This is an optimization exercise on Yosys and OpenROAD, whose aim is small area, a short achievable clock period and few clock cycles, not a production implementation.
Only simulation tests tie the RTL to the original design; equivalence was not proved.
Power is estimated from default activity; no workload was simulated.

## gun
module gun(
    input rst_i,
    input clk_i,
    input [15:0] sw_i,
    output busy,
    output [14:0] leds
);
clock: 4.0 ns
lec_check: 0
cap_margin: 20
core_margin: 2
core_utilization: 40
setup_slack_margin: 1.2
slew_margin: 20
synth_hierarchical: 1
synth_minimum_keep_size: 0
standard.sh (not shown) runs the stock make flow with config.mk's settings and CLKGATE_MAP_FILE= SYNTH_SCRIPT=/design/flow/synth_recipe.tcl, a recipe that flattens the netlist after the stock synthesis.
==> flow/flow/run.sh <==
#!/bin/bash
set -euo pipefail
cd "$(dirname "${BASH_SOURCE[0]}")/.."
bash standard.sh finish ADDER_MAP_FILE= "BUFFER_PORTS_ARGS=-buffer_cell sky130_fd_sc_hd__buf_1" > standard_flow.log 2>&1
The starting point finished with timing, DRC and antenna clean.
Testbench counts at the start, summed over its fixed seeds: cycles 6,400.
==> next run, changes <==
==> flow/flow/run.sh (replaced) <==
#!/bin/bash
set -euo pipefail
cd "$(dirname "${BASH_SOURCE[0]}")/.."
bash standard.sh finish ADDER_MAP_FILE= "BUFFER_PORTS_ARGS=-buffer_cell sky130_fd_sc_hd__buf_2" > standard_flow.log 2>&1
SETUP_SLACK_MARGIN = 2.0   (was 1.2)
What happened: The new run ran to the end with no violations. Final area climbs by a quarter to a third. Fmax drops slightly. Wire length climbs by a quarter to a third. Sequential share of layout area drops by 5.5 points. Power climbs by a quarter to a third. Sequential cell count does not change. Cell count climbs by roughly a tenth. Non-clock buffer count climbs by 77. Clock skew is about the same. Hold slack got worse by 0.012 ns.
==> next run, changes <==
CORE_UTILIZATION = 60   (was 40)
SETUP_SLACK_MARGIN = 0.5   (was 2.0)
The changed run completed with no timing, DRC or antenna violations.
Via count is lower by roughly a tenth.
Fmax drops by roughly a tenth.
Wire length drops by a quarter to a third.
Non-clock buffer count decreases by 94.
Core utilization climbs by 5.6 points.
Cell area drops by a quarter to a third.
Register-to-register slack degrades by 0.40 ns.
Flip-flop and latch count is unchanged.
==> next run, changes <==
CORE_UTILIZATION = 40   (was 60)
SETUP_SLACK_MARGIN = 1.2   (was 0.5)
TNS_END_PERCENT = 10   (was unset)
Effect: The new run produced a clean layout; cell count grows by 12%; sequential share of layout area barely changes; via count grows by 1.8%; die area grows by 47%; non-clock buffer count grows by 11; setup slack improved by 0.33 ns; global-route usage shrinks by 7.1 points.
==> next run, changes <==
SETUP_SLACK_MARGIN = 0.5   (was 1.2)
TNS_END_PERCENT = unset   (was 10)
What happened:
- global-route usage hardly moves
- flip-flop and latch count is unchanged
- wire length fell by 2.3%
- clock-buffer cell count does not change
- design area goes down by 3.6%
- via count decreases by 3.0%
- sequential share of layout area fell by 0.28 points
- die area is unchanged
- core utilization drops by 1.6 points

---

## v55
gun, a different RTL version from the one above (not shown whole).
For scale: about 470 cells after synthesis, about 39 flip-flops, ~34 I/O pins, ~3900 um^2 of cells after synthesis.
Settings: LEC_CHECK=0, CAP_MARGIN=20, CORE_MARGIN=2, CORE_UTILIZATION=40, PLACE_DENSITY=0.75, SETUP_SLACK_MARGIN=1.2, SLEW_MARGIN=20, SYNTH_HIERARCHICAL=1, SYNTH_MINIMUM_KEEP_SIZE=0; clock period 4.0 ns.
==> flow/flow/run.sh <==
#!/bin/bash
set -euo pipefail
cd "$(dirname "${BASH_SOURCE[0]}")/.."
bash standard.sh finish ADDER_MAP_FILE= "BUFFER_PORTS_ARGS=-buffer_cell sky130_fd_sc_hd__buf_2" > standard_flow.log 2>&1
Both conditions hold for v55: the flow ran to the end and the final layout passed the timing, design-rule and antenna checks.
Testbench counts of v55, summed over its fixed seeds: cycles 6,400.
Here is what was changed in the inputs of v51 compared with v55.
- clearing PLACE_DENSITY, which used to be 0.75
==> summary.txt <==
- Per the final summary, v51 finished and its layout is clean on timing, DRC and antenna.
- Having completed the whole flow, v55 delivered a layout that passed the timing, design-rule and antenna checks.
- Diff v51 and v55: worst max-slew margin expressed relative to the limit higher in v55
- Cmp v51 and v55 / design area / lower: v51
- As of v51, routability congestion estimate had fallen by a little under 10% compared to v55.
- Worst-case setup margin in the final layout (lower): v51
- Sort v51 and v55 by count of plain and timing-repair buffers in the layout, ascending, and v51 comes first.
- Summary of v51 over v55: worst hold-check slack saw little to no change, final-stage net count went down by 0.98%.
- Average routed wire per standard cell, v51 vs v55: up by a few percent
- ~same clock-pin slew of the registers on the worst-case setup and hold paths in v51 and v55
The following lists how v5 was set up differently from v51:
- putting ABC_AREA at 1 where nothing was set
[summary]
Of v5 and v51, v5 shows the higher die area, with v51 below it. v5 has number of cells in the design after placement above what v51 had. Against v51, v5 comes in 3.4 points lower on sequential cell area share. Taking v51 as the reference, in v5 share of the core filled with cells fell by 0.59 points; net switching power decreased by 9.2% relative to the old numbers; global-route wire length before repair saw an increase.
#### Input delta (v56 over v5)
- putting PLACE_DENSITY at 0.45 where nothing was set
- clearing ABC_AREA, which used to be 1
Diff v56..v5 | reported max-cap violation count | unchanged. v5 has lower share of cells above drive strength 1 than v56. First element of the critical path: r0[12] -> v5, vq[3] -> v56. v56 vs v5: clock network fraction of design power down in v56. Number of iterations in the first detailed-routing pass on v56 is up relative to v5.

---

== P ==
gun again, from the RTL that the note above started with.
==> flow/config.mk <==
export PLATFORM = sky130hd
export DESIGN_NAME = gun
export DESIGN_NICKNAME = gun
export VERILOG_FILES = /design/flow/design.v
export SDC_FILE = /design/flow/constraint.sdc
export NUM_CORES = 4
export LEC_CHECK = 0
export CAP_MARGIN = 20
export CORE_MARGIN = 2
export CORE_UTILIZATION = 40
export SETUP_SLACK_MARGIN = 1.2
export SLEW_MARGIN = 20
export SYNTH_HIERARCHICAL = 1
export SYNTH_MINIMUM_KEEP_SIZE = 0
==> flow/constraint.sdc <==
create_clock -name core_clock -period 4.0 [get_ports {clk_i}]
set_input_delay 0.8000 -clock core_clock [delete_from_list [all_inputs] [get_ports {clk_i}]]
set_output_delay 0.8000 -clock core_clock [all_outputs]
set_load 0.01 [all_outputs]
==> flow/flow/run.sh <==
#!/bin/bash
set -euo pipefail
cd "$(dirname "${BASH_SOURCE[0]}")/.."
bash standard.sh finish "BUFFER_PORTS_ARGS=-buffer_cell sky130_fd_sc_hd__buf_2" > standard_flow.log 2>&1
Testbench counts of P, summed over its fixed seeds: cycles 6,400.
Changes in Q relative to P:
Settings: swapping 1.2 for 1.3 in SETUP_SLACK_MARGIN.
==> flow/flow/run.sh <==
#!/bin/bash
set -euo pipefail
cd "$(dirname "${BASH_SOURCE[0]}")/.."
bash standard.sh finish ADDER_MAP_FILE= "BUFFER_PORTS_ARGS=-buffer_cell sky130_fd_sc_hd__buf_2" > standard_flow.log 2>&1
--- outcome ---
For the share of the core filled with cells, Q came in 2.3 points lower than P did. Comparing fraction of power consumed by combinational cells for Q and P, the bigger number came from Q. Of Q and P, it is Q that has the higher total die area. Between P and Q, the later-pin clock latency in the skew report figures differ only marginally.
The inputs of R differ from those of Q as listed below.
Settings: SETUP_SLACK_MARGIN now 1.1, was 1.3.
--- outcome ---
R ended up with a lower power in combinational cells than Q did. Per the comparison of R with Q, detailed-route wire length per cell has remained practically unchanged, instance area at placement neither gained nor lost much.

---

indigo:
Starting RTL as in the previous note.
## gun
module gun(
    input rst_i,
    input clk_i,
    input [15:0] sw_i,
    output busy,
    output [14:0] leds
);
==> flow/config.mk <==
export PLATFORM = sky130hd
export DESIGN_NAME = gun
export DESIGN_NICKNAME = gun
export VERILOG_FILES = /design/flow/design.v
export SDC_FILE = /design/flow/constraint.sdc
export NUM_CORES = 4
export LEC_CHECK = 0
export CAP_MARGIN = 0
export CORE_MARGIN = 2
export CORE_UTILIZATION = 40
export SETUP_SLACK_MARGIN = 1.2
export SLEW_MARGIN = 0
export SYNTH_HIERARCHICAL = 1
export SYNTH_MINIMUM_KEEP_SIZE = 0
==> flow/constraint.sdc <==
create_clock -name core_clock -period 4.0 [get_ports {clk_i}]
set_input_delay 0.8000 -clock core_clock [delete_from_list [all_inputs] [get_ports {clk_i}]]
set_output_delay 0.8000 -clock core_clock [all_outputs]
set_load 0.01 [all_outputs]
==> flow/flow/run.sh <==
#!/bin/bash
set -euo pipefail
cd "$(dirname "${BASH_SOURCE[0]}")/.."
bash standard.sh finish ADDER_MAP_FILE= "BUFFER_PORTS_ARGS=-buffer_cell sky130_fd_sc_hd__buf_2" > standard_flow.log 2>&1
Testbench counts of indigo, summed over its fixed seeds: cycles 6,400.
[inputs] raven vs indigo
- SLEW_MARGIN: 0 -> 20
- SETUP_SLACK_MARGIN: 1.2 -> 0.5
- CAP_MARGIN: 0 -> 20
Results
Side by side, internal power component turned out lower in raven than in indigo.
indigo -> raven: number of hold-repair buffers added at the cts stage delta 0, exact match
raven vs indigo: maximum frequency down in raven
In the tables for indigo and raven, ratio of final minimum period to clock period reads lower with indigo.
On hold slack, indigo and raven are neck and neck.
Number of nets in the final layout shrinks slightly when moving from indigo to raven.
Looking at indigo and raven, the met1 global-route usage is a wash.
indigo and raven ended up with roughly the same met2 track demand over resource in global routing.
Looking at final critical delay including setup and external delays, raven sits above indigo.
### raven -> sierra
- CTS_CLUSTER_DIAMETER: unset -> 100
- SETUP_SLACK_MARGIN: 0.5 -> 1.2
- CTS_CLUSTER_SIZE: unset -> 30
Summary of sierra over raven: setup slack of the critical path after layout increased 470 ps, top achievable clock speed picked up an extra about 18%, wire length grew by 57 um, share of power burned in the clock network has decreased.

---

RTL: one of the versions met above, not the one the previous note started from.
Size in the first run: ~480 cells after synthesis, about 0.0041 sq mm of cells after synthesis.
clock: 4.0 ns
lec_check: 0
cap_margin: 20
core_margin: 2
core_utilization: 40
setup_slack_margin: 1.5
slew_margin: 20
synth_hierarchical: 1
synth_minimum_keep_size: 0
Scripts as last shown in full above: flow/flow/run.sh
Testbench counts at the start, summed over its fixed seeds: cycles 6,400.
Next try:
SETUP_SLACK_MARGIN = 1.3   (was 1.5)
The new run finished clean.
First-iteration DRC count went down by roughly a tenth.
Cell count went down by a few percent.
Hold slack gets better by 0.0038 ns.
Next try:
SETUP_SLACK_MARGIN = 1.0   (was 1.3)
Result: The new run passed the timing, design-rule and antenna checks; first-iteration DRC count shrinks by 11%; hold slack is about the same; sequential power goes up by about 1%; count of clock-buffer cells in the layout stays the same; worst setup slack loses 0.19 ns; cell count is lower by 4.1%; die area does not change; wire length decreases by 6.9%.

-- afterwards: timing with drivers on the ports --
How much do the figures lean on ideal ports? The routed layouts below were timed once more, with nothing changed but the port constraints.
Step 1: set_driving_cell puts a clkbuf_16 on clk_i and a buf_2 on each other input, an assumption about the parent block.
Step 2 adds t to the input delays and takes it off the output delays; t is the mean of the earliest and latest rising clock arrival at the registers after step 1. Input paths then give back, and output paths get back, about the clock's delay inside the block.
a / b / c = ideal / step 1 / step 2; a / b = the first two.
| run | shift t [ns] | setup WS [ns] | clock arrival spread, ns | worst data-port slew with drivers (ns) |
|---|---|---|---|---|
| the first run of note 1 | 0.324 | 1.278 / 1.268 / 1.161 | 0.006 / 0.006 | 0.03 |
| the second run of note 1 | 0.335 | 1.259 / 1.224 / 1.314 | 0.008 / 0.008 | 0.06 |
| the third run of note 1 | 0.321 | 0.909 / 0.909 / 0.909 | 0.009 / 0.008 | 0.03 |
| the fourth run of note 1 | 0.324 | 1.239 / 1.239 / 1.239 | 0.007 / 0.008 | 0.03 |
| the fifth run of note 1 | 0.328 | 0.995 / 0.995 / 0.995 | 0.007 / 0.007 | 0.03 |
| v55 | 0.318 | 1.334 / 1.330 / 1.299 | 0.010 / 0.010 | 0.04 |
| v51 | 0.329 | 1.317 / 1.317 / 1.300 | 0.010 / 0.010 | 0.03 |
| v5 | 0.331 | 1.484 / 1.451 / 1.718 | 0.012 / 0.012 | 0.03 |
| v56 | 0.336 | 1.288 / 1.288 / 1.288 | 0.006 / 0.006 | 0.03 |
| P | 0.322 | 0.919 / 0.919 / 0.919 | 0.006 / 0.005 | 0.04 |
| Q | 0.332 | 1.394 / 1.372 / 1.293 | 0.008 / 0.009 | 0.03 |
| R | 0.332 | 1.176 / 1.176 / 1.176 | 0.009 / 0.009 | 0.03 |
| indigo | 0.329 | 1.317 / 1.317 / 1.300 | 0.010 / 0.010 | 0.03 |
| raven | 0.331 | 0.846 / 0.846 / 0.846 | 0.009 / 0.009 | 0.03 |
| sierra | 0.329 | 1.317 / 1.317 / 1.300 | 0.010 / 0.010 | 0.03 |
| the first run of note 5 | 0.322 | 1.311 / 1.280 / 1.217 | 0.005 / 0.004 | 0.03 |
| the second run of note 5 | 0.331 | 1.316 / 1.279 / 1.243 | 0.007 / 0.007 | 0.03 |
| the third run of note 5 | 0.328 | 1.127 / 1.127 / 1.127 | 0.008 / 0.008 | 0.03 |
After both steps every run listed still meets setup and hold. The setup slack of the first run of note 1, which loses most, moves by -0.010 ns with the drivers and by -0.117 ns with both steps.
